This is an optimization exercise on Yosys and OpenROAD, whose aim is small area, not a production implementation. Function was checked by simulation only, so behaviour that the tests miss may differ from the original. Power is estimated from default activity; no workload was simulated.

## flow/design.v (module list and top-level ports; edited modules follow where they fit)
// module fifo_fwft: 38 lines
// module duf_decoder: 2742 lines
module duf_decoder (
    input clk,
    input reset,
    input [2:0] stage,
    input [17:0] is_error_syndromes,
    output [107:0] roots,
    output [17:0] is_odd_clusters,
    output [17:0] is_odd_cardinalities,
    output [17:0] is_touching_boundaries,
    output has_message_flying
);
  // ...
==> flow/flow/run.sh <==
#!/bin/bash
# Own layout flow: the standard ORFS flow (standard.sh) with these changes:
#  - synthesis is synth_recipe.tcl unchanged except that ABC maps with flow/area.abc
#    (an area-oriented mapping) instead of ORFS's script; registers are untouched;
#  - CTS uses clkbuf_8 with larger sink clusters and no dummy loads (the clock tree
#    stays balanced: every register is reached through the same number of buffers);
#  - the port buffers that the standard flow inserts on every input and output are buf_1.
# Each tool's output goes to its own log under orfs/logs/ (ORFS), and make's to orfs_make.log.
set -euo pipefail
W=$(pwd)
cat > "$W/own_synth.tcl" <<EOT
proc abc {args} {
  set i [lsearch -exact \$args -script]
  if {\$i >= 0} { lset args [expr {\$i + 1}] {$W/flow/area.abc} }
  yosys abc {*}\$args
}
source {$W/synth_recipe.tcl}
EOT
CTS="-sink_clustering_enable -repair_clock_nets -dont_use_dummy_load -buf_list sky130_fd_sc_hd__clkbuf_8 -sink_clustering_size 16 -sink_clustering_max_diameter 60"
PORTS="-inputs -outputs -buffer_cell sky130_fd_sc_hd__buf_1"
bash standard.sh "SYNTH_SCRIPT=$W/own_synth.tcl" "CTS_ARGS=$CTS" "BUFFER_PORTS_ARGS=$PORTS" finish > "$W/orfs_make.log" 2>&1
==> flow/flow/area.abc <==
strash; &get -n; &dch; &nf -R 1000; &put; topo; dnsize -c
==> flow/standard.sh <==
#!/bin/bash
# synth_recipe.tcl (not shown) runs the flow's synth.tcl, then flattens the netlist and writes it again
# the make line also repeats each setting of config.mk as NAME=value (left out here)
make -C /OpenROAD-flow-scripts/flow DESIGN_CONFIG=/design/flow/config.mk WORK_HOME=/design/flow/orfs CLKGATE_MAP_FILE= SYNTH_SCRIPT=/design/flow/synth_recipe.tcl "${@:-finish}"
==> flow/config.mk <==
export PLATFORM = sky130hd
export DESIGN_NAME = duf_decoder
export DESIGN_NICKNAME = duf_decoder
export VERILOG_FILES = /design/flow/design.v
export SDC_FILE = /design/flow/constraint.sdc
export NUM_CORES = 4
export LEC_CHECK = 0
export CAP_MARGIN = 20
export CORE_MARGIN = 2
export CORE_UTILIZATION = 45
export SLEW_MARGIN = 20
==> flow/constraint.sdc <==
create_clock -name core_clock -period 12.0 [get_ports {clk}]
set_input_delay 2.4000 -clock core_clock [delete_from_list [all_inputs] [get_ports {clk}]]
set_output_delay 2.4000 -clock core_clock [all_outputs]
set_load 0.01 [all_outputs]
==> metrics.md, run 1 <==
| Metric | Value |
|---|---|
| Vias | 87400 |
| Mapped Area | 97800 µm² |
| Inst Count DP | 14000 |
| Pins Over Slew Limit | 0 |
| Avg Vias per Cell | 6.15 |
| Hold endpoint | u_dc_p9_p11.e1[0]$_DFF_P_ |
| Status | no timing/DRC/antenna violations |
| Mean Syn Cell Area | 8.98 µm² |
| Gr busiest metal | met2 |
| Max_slew headroom | 16.0% |
| Fin Setup TNS | 0 ns |
| WL/cell | 27.5 µm |
| CP delay by family, top | compound AO/OA/AOI/OAI gates |
| Seq_cells | 2137 |
| Count leader, synth | nand2_1 |
| Met3 routed WL | 38000 µm |
| Post-Synthesis Cells | 10900 |
| Hold Crit Start | u_dc_p9_p11.e2[0]$_DFFE_PN_ |
| Most frequent cells in the layout | nand2_1, dfxtp_1, nor2_1 |
| Main power group | sequential cells |
| Synth top area cells | dfxtp_1, edfxtp_1, nand2_1, a22oi_1, nor2_1 |
| Flops & latches, synth | 2137 |
| Post-synth top area share | 33.2% |
| Post-CTS sizing | 0 |
| Post-DP Area | 103000 µm² |
| Clk Latency, worst-skew pair | 1.02 ns |
| Clk sink count | 2137 |
| Met1 Use GR | 45.8% |
| Worst Setup Start Kind | register |
| Global Route Usage Sum | 34.1% |
| Power Density | 162 nW/µm² |
| Pin count of the biggest net entering global routing | 144 |
| Net Sw Frac | 34.2% |
| Row count | 171 |
| CTS H-tree lvls | 4 |
| Power Clock | 3.77 mW |
| Met2 wire len | 165000 µm |
| Worst Setup Slack, final | 3.11 ns |
| Clock buf/inv share | 2.40% |
| Input/output buffers | 167 |
| R2r setup slk | 3.11 ns |
| Vias in the first global route | 80900 |
| Layout cell share with drive strength beyond 1 | 3.16% |
==> module fifo_fwft, before the edit <==
module fifo_fwft #(
    parameter WIDTH = 4
) (
    input  wire             clk,
    input  wire             srst,
    input  wire             wr_en,
    input  wire [WIDTH-1:0] din,
    output wire             full,
    output wire             empty,
    output wire [WIDTH-1:0] dout,
    input  wire             rd_en
);
reg c0, c1, t0, t1;
reg [WIDTH-1:0] e0, e1, e2;
assign empty = !c0 && !c1;
assign full = c0 && c1 && !(t0 && t1);
assign dout = e0;
wire w = wr_en && !full;
wire r = rd_en && !empty;
wire inc = w && !r;
wire dec = r && !w;
wire l0 = !c1 && (!c0 || r);
wire l1 = !c1 || (!c0 && r);
wire h2 = c1 && c0 && !r;
wire k0 = !l0 && !r;
wire s0 = !l0 && r;
wire k1 = !l1 && !r;
wire s1 = !l1 && r;
always @(posedge clk) begin
    c0 <= !srst && (c0 ^ (inc || dec));
    c1 <= !srst && (c1 ^ ((inc && c0) || (dec && !c0)));
    t0 <= !srst && (t0 ^ w);
    t1 <= !srst && (t1 ^ (w && t0));
    e0 <= ({WIDTH{l0}} & din) | ({WIDTH{s0}} & e1) | ({WIDTH{k0}} & e0);
    e1 <= ({WIDTH{l1}} & din) | ({WIDTH{s1}} & e2) | ({WIDTH{k1}} & e1);
    if (!h2) e2 <= din;
end
endmodule
==> run 2, diff against run 1 <==
--- a/flow/design.v
+++ b/flow/design.v
@@ -18,8 +18,13 @@
     input  wire             rd_en
 );
-reg c0, c1, t0, t1;
+reg c1, c0;    
+reg t1, t0;    
 reg [WIDTH-1:0] e0, e1, e2;
-assign empty = !c0 && !c1;
-assign full = c0 && c1 && !(t0 && t1);
+wire n0 = !c1 && !c0;
+wire n1 = !c1 && c0;
+wire n2 = c1 && c0;
+wire n3 = c1 && !c0;
+assign empty = n0;
+assign full = n3 && !(t1 && !t0);
 assign dout = e0;
 wire w = wr_en && !full;
@@ -27,7 +32,7 @@
 wire inc = w && !r;
 wire dec = r && !w;
-wire l0 = !c1 && (!c0 || r);
-wire l1 = !c1 || (!c0 && r);
-wire h2 = c1 && c0 && !r;
+wire l0 = n0 || (n1 && r);
+wire l1 = n0 || n1 || (n2 && r);
+wire h2 = n3 && !r;
 wire k0 = !l0 && !r;
 wire s0 = !l0 && r;
@@ -35,8 +40,12 @@
 wire s1 = !l1 && r;
 always @(posedge clk) begin
-    c0 <= !srst && (c0 ^ (inc || dec));
-    c1 <= !srst && (c1 ^ ((inc && c0) || (dec && !c0)));
-    t0 <= !srst && (t0 ^ w);
-    t1 <= !srst && (t1 ^ (w && t0));
+    if (srst) begin
+        c1 <= 1'b0; c0 <= 1'b0;
+        t1 <= 1'b0; t0 <= 1'b0;
+    end else begin
+        if (inc) begin c1 <= c0; c0 <= !c1; end
+        else if (dec) begin c1 <= !c0; c0 <= c1; end
+        if (w) begin t1 <= t0; t0 <= !t1; end
+    end
     e0 <= ({WIDTH{l0}} & din) | ({WIDTH{s0}} & e1) | ({WIDTH{k0}} & e0);
     e1 <= ({WIDTH{l1}} & din) | ({WIDTH{s1}} & e2) | ({WIDTH{k1}} & e1);
@@ -483,5 +492,5 @@
 wire p0_godd = (p0_lh0 & p0_di0[1]) ^ (p0_lh1 & p0_di1[1]) ^ (p0_lh2 & p0_di2[1]);
 wire p0_gtb = (p0_lh0 & p0_di0[0]) | (p0_lh1 & p0_di1[0]) | (p0_lh2 & p0_di2[0]);
-wire p0_utb = p0_tb || (p0_bi == 2'd2) || p0_gtb;
+wire p0_utb = p0_tb || p0_bi[1] || p0_gtb;
 wire p0_uocd = p0_ocd ^ p0_godd;
 wire p0_tc = p0_chg && p0_e;
@@ -519,5 +528,5 @@
         p0_tb <= p0_utb; p0_ocd <= p0_uocd; p0_ur <= p0_nur;
     end else if (s_grow) begin
-        if (p0_oc && !last_grow && p0_bi != 2'd2) p0_bi <= p0_bi + 2'd1;
+        if (p0_oc && !last_grow && !p0_bi[1]) p0_bi <= {p0_bi[0], 1'b1};
     end else if (s_sync) begin
         if (!last_sync) begin p0_oc <= p0_myself; p0_or <= p0_ur; end
@@ -599,5 +608,5 @@
 wire p1_godd = (p1_lh0 & p1_di0[1]) ^ (p1_lh1 & p1_di1[1]) ^ (p1_lh2 & p1_di2[1]);
 wire p1_gtb = (p1_lh0 & p1_di0[0]) | (p1_lh1 & p1_di1[0]) | (p1_lh2 & p1_di2[0]);
-wire p1_utb = p1_tb || (p1_bi == 2'd2) || p1_gtb;
+wire p1_utb = p1_tb || p1_bi[1] || p1_gtb;
 wire p1_uocd = p1_ocd ^ p1_godd;
 wire p1_tc = p1_chg && p1_e;
@@ -635,5 +644,5 @@
         p1_tb <= p1_utb; p1_ocd <= p1_uocd; p1_ur <= p1_nur;
     end else if (s_grow) begin
-        if (p1_oc && !last_grow && p1_bi != 2'd2) p1_bi <= p1_bi + 2'd1;
+        if (p1_oc && !last_grow && !p1_bi[1]) p1_bi <= {p1_bi[0], 1'b1};
     end else if (s_sync) begin
         if (!last_sync) begin p1_oc <= p1_myself; p1_or <= p1_ur; end
@@ -728,5 +737,5 @@
 wire p2_godd = (p2_lh0 & p2_di0[1]) ^ (p2_lh1 & p2_di1[1]) ^ (p2_lh2 & p2_di2[1]) ^ (p2_lh3 & p2_di3[1]);
 wire p2_gtb = (p2_lh0 & p2_di0[0]) | (p2_lh1 & p2_di1[0]) | (p2_lh2 & p2_di2[0]) | (p2_lh3 & p2_di3[0]);
-wire p2_utb = p2_tb || (p2_bi == 2'd2) || p2_gtb;
+wire p2_utb = p2_tb || p2_bi[1] || p2_gtb;
 wire p2_uocd = p2_ocd ^ p2_godd;
 wire p2_tc = p2_chg && p2_e;
@@ -768,5 +777,5 @@
         p2_tb <= p2_utb; p2_ocd <= p2_uocd; p2_ur <= p2_nur;
     end else if (s_grow) begin
-        if (p2_oc && !last_grow && p2_bi != 2'd2) p2_bi <= p2_bi + 2'd1;
+        if (p2_oc && !last_grow && !p2_bi[1]) p2_bi <= {p2_bi[0], 1'b1};
     end else if (s_sync) begin
         if (!last_sync) begin p2_oc <= p2_myself; p2_or <= p2_ur; end
@@ -861,5 +870,5 @@
 wire p3_godd = (p3_lh0 & p3_di0[1]) ^ (p3_lh1 & p3_di1[1]) ^ (p3_lh2 & p3_di2[1]) ^ (p3_lh3 & p3_di3[1]);
 wire p3_gtb = (p3_lh0 & p3_di0[0]) | (p3_lh1 & p3_di1[0]) | (p3_lh2 & p3_di2[0]) | (p3_lh3 & p3_di3[0]);
-wire p3_utb = p3_tb || (p3_bi == 2'd2) || p3_gtb;
+wire p3_utb = p3_tb || p3_bi[1] || p3_gtb;
 wire p3_uocd = p3_ocd ^ p3_godd;
 wire p3_tc = p3_chg && p3_e;
@@ -901,5 +910,5 @@
         p3_tb <= p3_utb; p3_ocd <= p3_uocd; p3_ur <= p3_nur;
     end else if (s_grow) begin
-        if (p3_oc && !last_grow && p3_bi != 2'd2) p3_bi <= p3_bi + 2'd1;
+        if (p3_oc && !last_grow && !p3_bi[1]) p3_bi <= {p3_bi[0], 1'b1};
     end else if (s_sync) begin
         if (!last_sync) begin p3_oc <= p3_myself; p3_or <= p3_ur; end
@@ -981,5 +990,5 @@
 wire p4_godd = (p4_lh0 & p4_di0[1]) ^ (p4_lh1 & p4_di1[1]) ^ (p4_lh2 & p4_di2[1]);
 wire p4_gtb = (p4_lh0 & p4_di0[0]) | (p4_lh1 & p4_di1[0]) | (p4_lh2 & p4_di2[0]);
-wire p4_utb = p4_tb || (p4_bi == 2'd2) || p4_gtb;
+wire p4_utb = p4_tb || p4_bi[1] || p4_gtb;
 wire p4_uocd = p4_ocd ^ p4_godd;
 wire p4_tc = p4_chg && p4_e;
@@ -1017,5 +1026,5 @@
         p4_tb <= p4_utb; p4_ocd <= p4_uocd; p4_ur <= p4_nur;
     end else if (s_grow) begin
-        if (p4_oc && !last_grow && p4_bi != 2'd2) p4_bi <= p4_bi + 2'd1;
+        if (p4_oc && !last_grow && !p4_bi[1]) p4_bi <= {p4_bi[0], 1'b1};
     end else if (s_sync) begin
         if (!last_sync) begin p4_oc <= p4_myself; p4_or <= p4_ur; end
@@ -1097,5 +1106,5 @@
 wire p5_godd = (p5_lh0 & p5_di0[1]) ^ (p5_lh1 & p5_di1[1]) ^ (p5_lh2 & p5_di2[1]);
 wire p5_gtb = (p5_lh0 & p5_di0[0]) | (p5_lh1 & p5_di1[0]) | (p5_lh2 & p5_di2[0]);
-wire p5_utb = p5_tb || (p5_bi == 2'd2) || p5_gtb;
+wire p5_utb = p5_tb || p5_bi[1] || p5_gtb;
 wire p5_uocd = p5_ocd ^ p5_godd;
 wire p5_tc = p5_chg && p5_e;
@@ -1133,5 +1142,5 @@
         p5_tb <= p5_utb; p5_ocd <= p5_uocd; p5_ur <= p5_nur;
     end else if (s_grow) begin
-        if (p5_oc && !last_grow && p5_bi != 2'd2) p5_bi <= p5_bi + 2'd1;
+        if (p5_oc && !last_grow && !p5_bi[1]) p5_bi <= {p5_bi[0], 1'b1};
     end else if (s_sync) begin
         if (!last_sync) begin p5_oc <= p5_myself; p5_or <= p5_ur; end
@@ -1226,5 +1235,5 @@
 wire p6_godd = (p6_lh0 & p6_di0[1]) ^ (p6_lh1 & p6_di1[1]) ^ (p6_lh2 & p6_di2[1]) ^ (p6_lh3 & p6_di3[1]);
 wire p6_gtb = (p6_lh0 & p6_di0[0]) | (p6_lh1 & p6_di1[0]) | (p6_lh2 & p6_di2[0]) | (p6_lh3 & p6_di3[0]);
-wire p6_utb = p6_tb || (p6_bi == 2'd2) || p6_gtb;
+wire p6_utb = p6_tb || p6_bi[1] || p6_gtb;
 wire p6_uocd = p6_ocd ^ p6_godd;
 wire p6_tc = p6_chg && p6_e;
@@ -1266,5 +1275,5 @@
         p6_tb <= p6_utb; p6_ocd <= p6_uocd; p6_ur <= p6_nur;
     end else if (s_grow) begin
-        if (p6_oc && !last_grow && p6_bi != 2'd2) p6_bi <= p6_bi + 2'd1;
+        if (p6_oc && !last_grow && !p6_bi[1]) p6_bi <= {p6_bi[0], 1'b1};
     end else if (s_sync) begin
         if (!last_sync) begin p6_oc <= p6_myself; p6_or <= p6_ur; end
@@ -1359,5 +1368,5 @@
 wire p7_godd = (p7_lh0 & p7_di0[1]) ^ (p7_lh1 & p7_di1[1]) ^ (p7_lh2 & p7_di2[1]) ^ (p7_lh3 & p7_di3[1]);
 wire p7_gtb = (p7_lh0 & p7_di0[0]) | (p7_lh1 & p7_di1[0]) | (p7_lh2 & p7_di2[0]) | (p7_lh3 & p7_di3[0]);
-wire p7_utb = p7_tb || (p7_bi == 2'd2) || p7_gtb;
+wire p7_utb = p7_tb || p7_bi[1] || p7_gtb;
 wire p7_uocd = p7_ocd ^ p7_godd;
 wire p7_tc = p7_chg && p7_e;
@@ -1399,5 +1408,5 @@
         p7_tb <= p7_utb; p7_ocd <= p7_uocd; p7_ur <= p7_nur;
     end else if (s_grow) begin
-        if (p7_oc && !last_grow && p7_bi != 2'd2) p7_bi <= p7_bi + 2'd1;
+        if (p7_oc && !last_grow && !p7_bi[1]) p7_bi <= {p7_bi[0], 1'b1};
     end else if (s_sync) begin
         if (!last_sync) begin p7_oc <= p7_myself; p7_or <= p7_ur; end
@@ -1505,5 +1514,5 @@
 wire p8_godd = (p8_lh0 & p8_di0[1]) ^ (p8_lh1 & p8_di1[1]) ^ (p8_lh2 & p8_di2[1]) ^ (p8_lh3 & p8_di3[1]) ^ (p8_lh4 & p8_di4[1]);
 wire p8_gtb = (p8_lh0 & p8_di0[0]) | (p8_lh1 & p8_di1[0]) | (p8_lh2 & p8_di2[0]) | (p8_lh3 & p8_di3[0]) | (p8_lh4 & p8_di4[0]);
-wire p8_utb = p8_tb || (p8_bi == 2'd2) || p8_gtb;
+wire p8_utb = p8_tb || p8_bi[1] || p8_gtb;
 wire p8_uocd = p8_ocd ^ p8_godd;
 wire p8_tc = p8_chg && p8_e;
@@ -1549,5 +1558,5 @@
         p8_tb <= p8_utb; p8_ocd <= p8_uocd; p8_ur <= p8_nur;
     end else if (s_grow) begin
-        if (p8_oc && !last_grow && p8_bi != 2'd2) p8_bi <= p8_bi + 2'd1;
+        if (p8_oc && !last_grow && !p8_bi[1]) p8_bi <= {p8_bi[0], 1'b1};
     end else if (s_sync) begin
         if (!last_sync) begin p8_oc <= p8_myself; p8_or <= p8_ur; end
@@ -1655,5 +1664,5 @@
 wire p9_godd = (p9_lh0 & p9_di0[1]) ^ (p9_lh1 & p9_di1[1]) ^ (p9_lh2 & p9_di2[1]) ^ (p9_lh3 & p9_di3[1]) ^ (p9_lh4 & p9_di4[1]);
 wire p9_gtb = (p9_lh0 & p9_di0[0]) | (p9_lh1 & p9_di1[0]) | (p9_lh2 & p9_di2[0]) | (p9_lh3 & p9_di3[0]) | (p9_lh4 & p9_di4[0]);
-wire p9_utb = p9_tb || (p9_bi == 2'd2) || p9_gtb;
+wire p9_utb = p9_tb || p9_bi[1] || p9_gtb;
 wire p9_uocd = p9_ocd ^ p9_godd;
 wire p9_tc = p9_chg && p9_e;
@@ -1699,5 +1708,5 @@
         p9_tb <= p9_utb; p9_ocd <= p9_uocd; p9_ur <= p9_nur;
     end else if (s_grow) begin
-        if (p9_oc && !last_grow && p9_bi != 2'd2) p9_bi <= p9_bi + 2'd1;
+        if (p9_oc && !last_grow && !p9_bi[1]) p9_bi <= {p9_bi[0], 1'b1};
     end else if (s_sync) begin
         if (!last_sync) begin p9_oc <= p9_myself; p9_or <= p9_ur; end
@@ -1792,5 +1801,5 @@
 wire p10_godd = (p10_lh0 & p10_di0[1]) ^ (p10_lh1 & p10_di1[1]) ^ (p10_lh2 & p10_di2[1]) ^ (p10_lh3 & p10_di3[1]);
 wire p10_gtb = (p10_lh0 & p10_di0[0]) | (p10_lh1 & p10_di1[0]) | (p10_lh2 & p10_di2[0]) | (p10_lh3 & p10_di3[0]);
-wire p10_utb = p10_tb || (p10_bi == 2'd2) || p10_gtb;
+wire p10_utb = p10_tb || p10_bi[1] || p10_gtb;
 wire p10_uocd = p10_ocd ^ p10_godd;
 wire p10_tc = p10_chg && p10_e;
@@ -1832,5 +1841,5 @@
         p10_tb <= p10_utb; p10_ocd <= p10_uocd; p10_ur <= p10_nur;
     end else if (s_grow) begin
-        if (p10_oc && !last_grow && p10_bi != 2'd2) p10_bi <= p10_bi + 2'd1;
+        if (p10_oc && !last_grow && !p10_bi[1]) p10_bi <= {p10_bi[0], 1'b1};
     end else if (s_sync) begin
         if (!last_sync) begin p10_oc <= p10_myself; p10_or <= p10_ur; end
@@ -1925,5 +1934,5 @@
 wire p11_godd = (p11_lh0 & p11_di0[1]) ^ (p11_lh1 & p11_di1[1]) ^ (p11_lh2 & p11_di2[1]) ^ (p11_lh3 & p11_di3[1]);
 wire p11_gtb = (p11_lh0 & p11_di0[0]) | (p11_lh1 & p11_di1[0]) | (p11_lh2 & p11_di2[0]) | (p11_lh3 & p11_di3[0]);
-wire p11_utb = p11_tb || (p11_bi == 2'd2) || p11_gtb;
+wire p11_utb = p11_tb || p11_bi[1] || p11_gtb;
 wire p11_uocd = p11_ocd ^ p11_godd;
 wire p11_tc = p11_chg && p11_e;
@@ -1965,5 +1974,5 @@
         p11_tb <= p11_utb; p11_ocd <= p11_uocd; p11_ur <= p11_nur;
     end else if (s_grow) begin
-        if (p11_oc && !last_grow && p11_bi != 2'd2) p11_bi <= p11_bi + 2'd1;
+        if (p11_oc && !last_grow && !p11_bi[1]) p11_bi <= {p11_bi[0], 1'b1};
     end else if (s_sync) begin
         if (!last_sync) begin p11_oc <= p11_myself; p11_or <= p11_ur; end
@@ -2045,5 +2054,5 @@
 wire p12_godd = (p12_lh0 & p12_di0[1]) ^ (p12_lh1 & p12_di1[1]) ^ (p12_lh2 & p12_di2[1]);
 wire p12_gtb = (p12_lh0 & p12_di0[0]) | (p12_lh1 & p12_di1[0]) | (p12_lh2 & p12_di2[0]);
-wire p12_utb = p12_tb || (p12_bi == 2'd2) || p12_gtb;
+wire p12_utb = p12_tb || p12_bi[1] || p12_gtb;
 wire p12_uocd = p12_ocd ^ p12_godd;
 wire p12_tc = p12_chg && p12_e;
@@ -2081,5 +2090,5 @@
         p12_tb <= p12_utb; p12_ocd <= p12_uocd; p12_ur <= p12_nur;
     end else if (s_grow) begin
-        if (p12_oc && !last_grow && p12_bi != 2'd2) p12_bi <= p12_bi + 2'd1;
+        if (p12_oc && !last_grow && !p12_bi[1]) p12_bi <= {p12_bi[0], 1'b1};
     end else if (s_sync) begin
         if (!last_sync) begin p12_oc <= p12_myself; p12_or <= p12_ur; end
@@ -2161,5 +2170,5 @@
 wire p13_godd = (p13_lh0 & p13_di0[1]) ^ (p13_lh1 & p13_di1[1]) ^ (p13_lh2 & p13_di2[1]);
 wire p13_gtb = (p13_lh0 & p13_di0[0]) | (p13_lh1 & p13_di1[0]) | (p13_lh2 & p13_di2[0]);
-wire p13_utb = p13_tb || (p13_bi == 2'd2) || p13_gtb;
+wire p13_utb = p13_tb || p13_bi[1] || p13_gtb;
 wire p13_uocd = p13_ocd ^ p13_godd;
 wire p13_tc = p13_chg && p13_e;
@@ -2197,5 +2206,5 @@
         p13_tb <= p13_utb; p13_ocd <= p13_uocd; p13_ur <= p13_nur;
     end else if (s_grow) begin
-        if (p13_oc && !last_grow && p13_bi != 2'd2) p13_bi <= p13_bi + 2'd1;
+        if (p13_oc && !last_grow && !p13_bi[1]) p13_bi <= {p13_bi[0], 1'b1};
     end else if (s_sync) begin
         if (!last_sync) begin p13_oc <= p13_myself; p13_or <= p13_ur; end
@@ -2290,5 +2299,5 @@
 wire p14_godd = (p14_lh0 & p14_di0[1]) ^ (p14_lh1 & p14_di1[1]) ^ (p14_lh2 & p14_di2[1]) ^ (p14_lh3 & p14_di3[1]);
 wire p14_gtb = (p14_lh0 & p14_di0[0]) | (p14_lh1 & p14_di1[0]) | (p14_lh2 & p14_di2[0]) | (p14_lh3 & p14_di3[0]);
-wire p14_utb = p14_tb || (p14_bi == 2'd2) || p14_gtb;
+wire p14_utb = p14_tb || p14_bi[1] || p14_gtb;
 wire p14_uocd = p14_ocd ^ p14_godd;
 wire p14_tc = p14_chg && p14_e;
@@ -2330,5 +2339,5 @@
         p14_tb <= p14_utb; p14_ocd <= p14_uocd; p14_ur <= p14_nur;
     end else if (s_grow) begin
-        if (p14_oc && !last_grow && p14_bi != 2'd2) p14_bi <= p14_bi + 2'd1;
+        if (p14_oc && !last_grow && !p14_bi[1]) p14_bi <= {p14_bi[0], 1'b1};
     end else if (s_sync) begin
         if (!last_sync) begin p14_oc <= p14_myself; p14_or <= p14_ur; end
@@ -2423,5 +2432,5 @@
 wire p15_godd = (p15_lh0 & p15_di0[1]) ^ (p15_lh1 & p15_di1[1]) ^ (p15_lh2 & p15_di2[1]) ^ (p15_lh3 & p15_di3[1]);
 wire p15_gtb = (p15_lh0 & p15_di0[0]) | (p15_lh1 & p15_di1[0]) | (p15_lh2 & p15_di2[0]) | (p15_lh3 & p15_di3[0]);
-wire p15_utb = p15_tb || (p15_bi == 2'd2) || p15_gtb;
+wire p15_utb = p15_tb || p15_bi[1] || p15_gtb;
 wire p15_uocd = p15_ocd ^ p15_godd;
 wire p15_tc = p15_chg && p15_e;
@@ -2463,5 +2472,5 @@
         p15_tb <= p15_utb; p15_ocd <= p15_uocd; p15_ur <= p15_nur;
     end else if (s_grow) begin
-        if (p15_oc && !last_grow && p15_bi != 2'd2) p15_bi <= p15_bi + 2'd1;
+        if (p15_oc && !last_grow && !p15_bi[1]) p15_bi <= {p15_bi[0], 1'b1};
     end else if (s_sync) begin
         if (!last_sync) begin p15_oc <= p15_myself; p15_or <= p15_ur; end
@@ -2543,5 +2552,5 @@
 wire p16_godd = (p16_lh0 & p16_di0[1]) ^ (p16_lh1 & p16_di1[1]) ^ (p16_lh2 & p16_di2[1]);
 wire p16_gtb = (p16_lh0 & p16_di0[0]) | (p16_lh1 & p16_di1[0]) | (p16_lh2 & p16_di2[0]);
-wire p16_utb = p16_tb || (p16_bi == 2'd2) || p16_gtb;
+wire p16_utb = p16_tb || p16_bi[1] || p16_gtb;
 wire p16_uocd = p16_ocd ^ p16_godd;
 wire p16_tc = p16_chg && p16_e;
@@ -2579,5 +2588,5 @@
         p16_tb <= p16_utb; p16_ocd <= p16_uocd; p16_ur <= p16_nur;
     end else if (s_grow) begin
-        if (p16_oc && !last_grow && p16_bi != 2'd2) p16_bi <= p16_bi + 2'd1;
+        if (p16_oc && !last_grow && !p16_bi[1]) p16_bi <= {p16_bi[0], 1'b1};
     end else if (s_sync) begin
         if (!last_sync) begin p16_oc <= p16_myself; p16_or <= p16_ur; end
@@ -2659,5 +2668,5 @@
 wire p17_godd = (p17_lh0 & p17_di0[1]) ^ (p17_lh1 & p17_di1[1]) ^ (p17_lh2 & p17_di2[1]);
 wire p17_gtb = (p17_lh0 & p17_di0[0]) | (p17_lh1 & p17_di1[0]) | (p17_lh2 & p17_di2[0]);
-wire p17_utb = p17_tb || (p17_bi == 2'd2) || p17_gtb;
+wire p17_utb = p17_tb || p17_bi[1] || p17_gtb;
 wire p17_uocd = p17_ocd ^ p17_godd;
 wire p17_tc = p17_chg && p17_e;
@@ -2695,5 +2704,5 @@
         p17_tb <= p17_utb; p17_ocd <= p17_uocd; p17_ur <= p17_nur;
     end else if (s_grow) begin
-        if (p17_oc && !last_grow && p17_bi != 2'd2) p17_bi <= p17_bi + 2'd1;
+        if (p17_oc && !last_grow && !p17_bi[1]) p17_bi <= {p17_bi[0], 1'b1};
     end else if (s_sync) begin
         if (!last_sync) begin p17_oc <= p17_myself; p17_or <= p17_ur; end
==> run 2 against run 1 <==
Against the previous run: highest routed layer unchanged; sequential share of layout area rose by 0.82 points; clock power fell by 2%; combinational power decreased by 77%; final area shrank 1.8%; sequential power shrank 28%.
==> metrics.md, run 2 <==
| Metric | Value |
|---|---|
| Status | no timing/DRC/antenna violations |
| Initial Utilization | 45.3% |
| Sequential fraction of the synthesis area | 49.9% |
| Fin nets | 11500 |
| CP endpoint kind | register |
| Synth cell count leaders | nand2_1, dfxtp_1, nor2_1 |
| CTS H-tree lvls | 4 (unchanged) |
| Post-CTS setup buffers | 0 |
| Clock slew at reported path FFs | 0.09 ns |
| Global Route Usage Sum | 33.9% (-0.18 points) |
| Vias | 87400 (-0.0046%) |
| Final min period | 8.48 ns |
| Cts bufs inserted | 176 |
| Avg Vias per Cell | 6.15 (-0.12%) |
| Final HPWL DP | 288000 µm |
| RSZ-0062 raised after global routing | false |
| Clk sink count | 2137 (unchanged) |
| Mapped Area | 96100 µm² (-1.7%) |
| Initial antenna violation count | 29 |
| DIE WIDTH | 466 µm |
| Worst-case reg-to-reg path depth | 31 |
| Worst Setup Start Kind | register |
| Row count | 169 (-1.2%) |
| Global route overflow | 0 |
| WL/cell | 26.8 µm (-2.4%) |
| Leak | 38.7 nW |
| Max-Cap Viols | 0 |
| Total I/O pin count | 186 |
| Post-Synthesis Cells | 11000 (+0.64%) |
| Count leader, synth | nand2_1 |
| CORE AREA | 212000 µm² |
| Hold endpoint | u_dc_p17_p15.e1[2]$_DFF_P_ |
| Ys async rst share | 0% |
| Worst Setup Slack, final | 3.52 ns (+0.410 ns) |
| Fmax | 118 MHz |
| Synth top area cells | dfxtp_1, edfxtp_1, nand2_1, a22oi_1, nor2_1 |
| Layout cell share with drive strength beyond 1 | 3.10% (-0.062 points) |
| CTS tree | built |
| DRC | 0 |
| Clk Latency, worst-skew pair | 1.01 ns (about the same) |
| Post-synth EDFFs | 516 |
| Pins Over Slew Limit | 0 (unchanged) |
| Post-synth top area share | 33.8% (+0.57 points) |
| Post-route ant nets | 0 |
| Hold Crit Start | u_dc_p17_p15.e2[2]$_DFFE_PN_ |
| Post-CTS sizing | 0 (unchanged) |
| Worst path max stage delay | 0.82 ns |
| Yosys warnings | 7 |
| Worst min-delay path class | reg2reg |
| Input/output buffers | 167 (unchanged) |
| WP data required | 12.56 ns |
| Hold depth | 2 |
| Clock Tree Buf Depth | 3 |
| Setup Skew | 0.110 ns |
| Final period util | 70.7% |
| CP max-delay cell | dfxtp_4 |
| DIE HEIGHT | 466 µm |
| WS Path Type | reg2reg |
| Final Hold Fails | 0 |
| Flops & latches, synth | 2137 (unchanged) |
| FF-to-FF End | p8_sm[0]$_DFFE_PN_ |
| Most common flop cell mapped by yosys | dfxtp_1 |
| Peak supply drop | 0.130 mV |
| Vias in the first global route | 79900 (-1.2%) |
| Setup Slack @ Placement | 3.76 ns |
| DRT Pass-1 Iters | 8 |
| Power Density | 116 nW/µm² (-29%) |
| R2r setup slk | 3.52 ns (+0.41 ns) |
| Synth area leader | dfxtp_1 |
| Unique masters post-synth | 64 |
| GPL Wtd Cong | 1.00 |
| Worst-margin pin slew | 1.18 ns |
| First-pass GRT wire length | 545000 µm |
| Arrival time at the worst endpoint | 9.04 ns |
| CTS root buf | clkbuf_8 |
| P&R area growth vs syn | 7.66% |
| Die ar. | 217000 µm² |
| Max_slew headroom | 21.4% (+5.4 points) |
| Final wirelength | 381000 µm |
| Cts hold-fix bufs | 0 |
| RR Startpoint | last_sync$_DFF_P_ |
| Most common cell after layout, fill and taps aside | nand2_1 |
| Final setup vio count | 0 |
| Fin Setup TNS | 0 ns (unchanged) |
| # fillers | 20200 |
| Pin count of the biggest net entering global routing | 131 (-9.0%) |
| Most frequent cells in the layout | nand2_1, dfxtp_1, nor2_1 |
| Crit path max fanout | 56 |
| Power, Total | 12.0 mW |
| Initial DRC count | 10400 |
| Mean Syn Cell Area | 8.77 µm² (-2.3%) |
run 2: cell count changes after synthesis, sizes merged, moves of 89 or more:
cell / before / now
nor2b: 79 / 187
a22oi: 885 / 795
o21ai: 694 / 814
nand3: 227 / 125
ha: 270 / 84
nor2: 1343 / 1481
mux2: 97 / 8
a21oi: 708 / 912
run 2: layout make-up:
class / count / area, µm² / area share (%)
tap: 2821 / 3530 / 3.41
timing repair buffer: 311 / 1740 / 1.68
multi-input combinational: 8421 / 46500 / 44.9
antenna: 4 / 10.0 / 0.00967
sequential: 2137 / 48000 / 46.3
clock buffer: 176 / 2420 / 2.34
inverter: 349 / 1310 / 1.27
run 2: metrics by stage:
| stage | utilization [%] | std cells | hold WS, ns | area (µm²) |
|---|---|---|---|---|
| 2_1_floorplan | - | 11000 | 0.408 | 96200 |
| 3_3_place_gp | 47.6 | 14000 | 0.415 | 101000 |
| 3_5_place_dp | 47.6 | 14000 | 0.416 | 101000 |
| 4_1_cts | 48.8 | 14200 | 0.398 | 103000 |
| 5_1_grt | 48.8 | 14200 | 0.433 | 103000 |
| 6_report | 48.8 | 14200 | 0.390 | 103000 |
run 2: per-layer routing:
metal	track usage (%)	wire length (µm)	vias to the layer above
li1	-	-	40300
met1	46.0	158000	41800
met2	49.4	158000	4386
met3	7.68	39600	887
met4	19.7	25500	24
met5	0	157	-
run 2: critical path: cells and delay by family, from the launching register on:
kind	cells	cell delay, ns
buffers and inverters	5	1.30
AND/OR/NAND/NOR	12	2.96
flip-flops	1	0.82
AO/OA/AOI/OAI	14	2.86
run 2: how the worst max path moves through the flow:
stage	endpoint	slack [ns]	start	depth (start not counted)
2_1_floorplan	u_dc_p0_p1.t0$_SDFFE_PN0P_	3.92	reset	3
3_3_place_gp	p8_sm[6]$_DFFE_PN_	3.83	last_sync$_DFF_P_	31
3_5_place_dp	p8_sm[6]$_DFFE_PN_	3.76	last_sync$_DFF_P_	31
4_1_cts	p8_sm[0]$_DFFE_PN_	3.63	last_sync$_DFF_P_	31
5_1_grt	p8_sm[0]$_DFFE_PN_	2.76	last_sync$_DFF_P_	31
6_report	p8_sm[0]$_DFFE_PN_	3.52	last_sync$_DFF_P_	31
run 2: power breakdown:
part / internal [mW] / switching (mW) / total [mW] / leakage [nW]
logic: 0.188 / 0.432 / 0.621 / 18.8
registers: 7.42 / 0.245 / 7.66 / 18.6
clock network: 1.31 / 2.37 / 3.68 / 1.27
total: 8.91 / 3.05 / 12.0 / 38.7
run 2: kinds of logic (layout without fill, tap and decap cells):
| logic type | count (synthesis) | in the layout | share of synthesized area (%) |
|---|---|---|---|
| compound gates | 3198 | 3198 | 21.0 |
| buf+inv | 421 | 836 | 1.93 |
| flops | 2137 | 2137 | 49.9 |
| fa+ha+maj | 84 | 84 | 1.09 |
| mux | 197 | 197 | 2.06 |
| simple gates | 4435 | 4435 | 19.6 |
| xor+xnor | 489 | 489 | 4.46 |
| other cells | 1 | 22 | 0.00390 |

[what the ideal ports hide]
In the flow no input, the clock included, has a driving cell. The finished layouts below were timed again as built, in two steps. Step 1 assumes that a clkbuf_16 drives the clock port and a buf_2 every other input. Step 2 also shifts input and output timing later by t, the mid clock arrival at the registers, as if the neighbouring blocks saw the same clock. Three values: ideal ports, drivers, drivers and shift; two values: the first two.
| run | t, ns | setup WS [ns] | pins driven straight from the clock port |
|---|---|---|---|
| run 1 | 1.058 | 3.109 / 3.109 / 3.109 | 1 |
| run 2 | 1.054 | 3.519 / 3.519 / 3.519 | 1 |
After both steps every run listed still meets setup and hold.
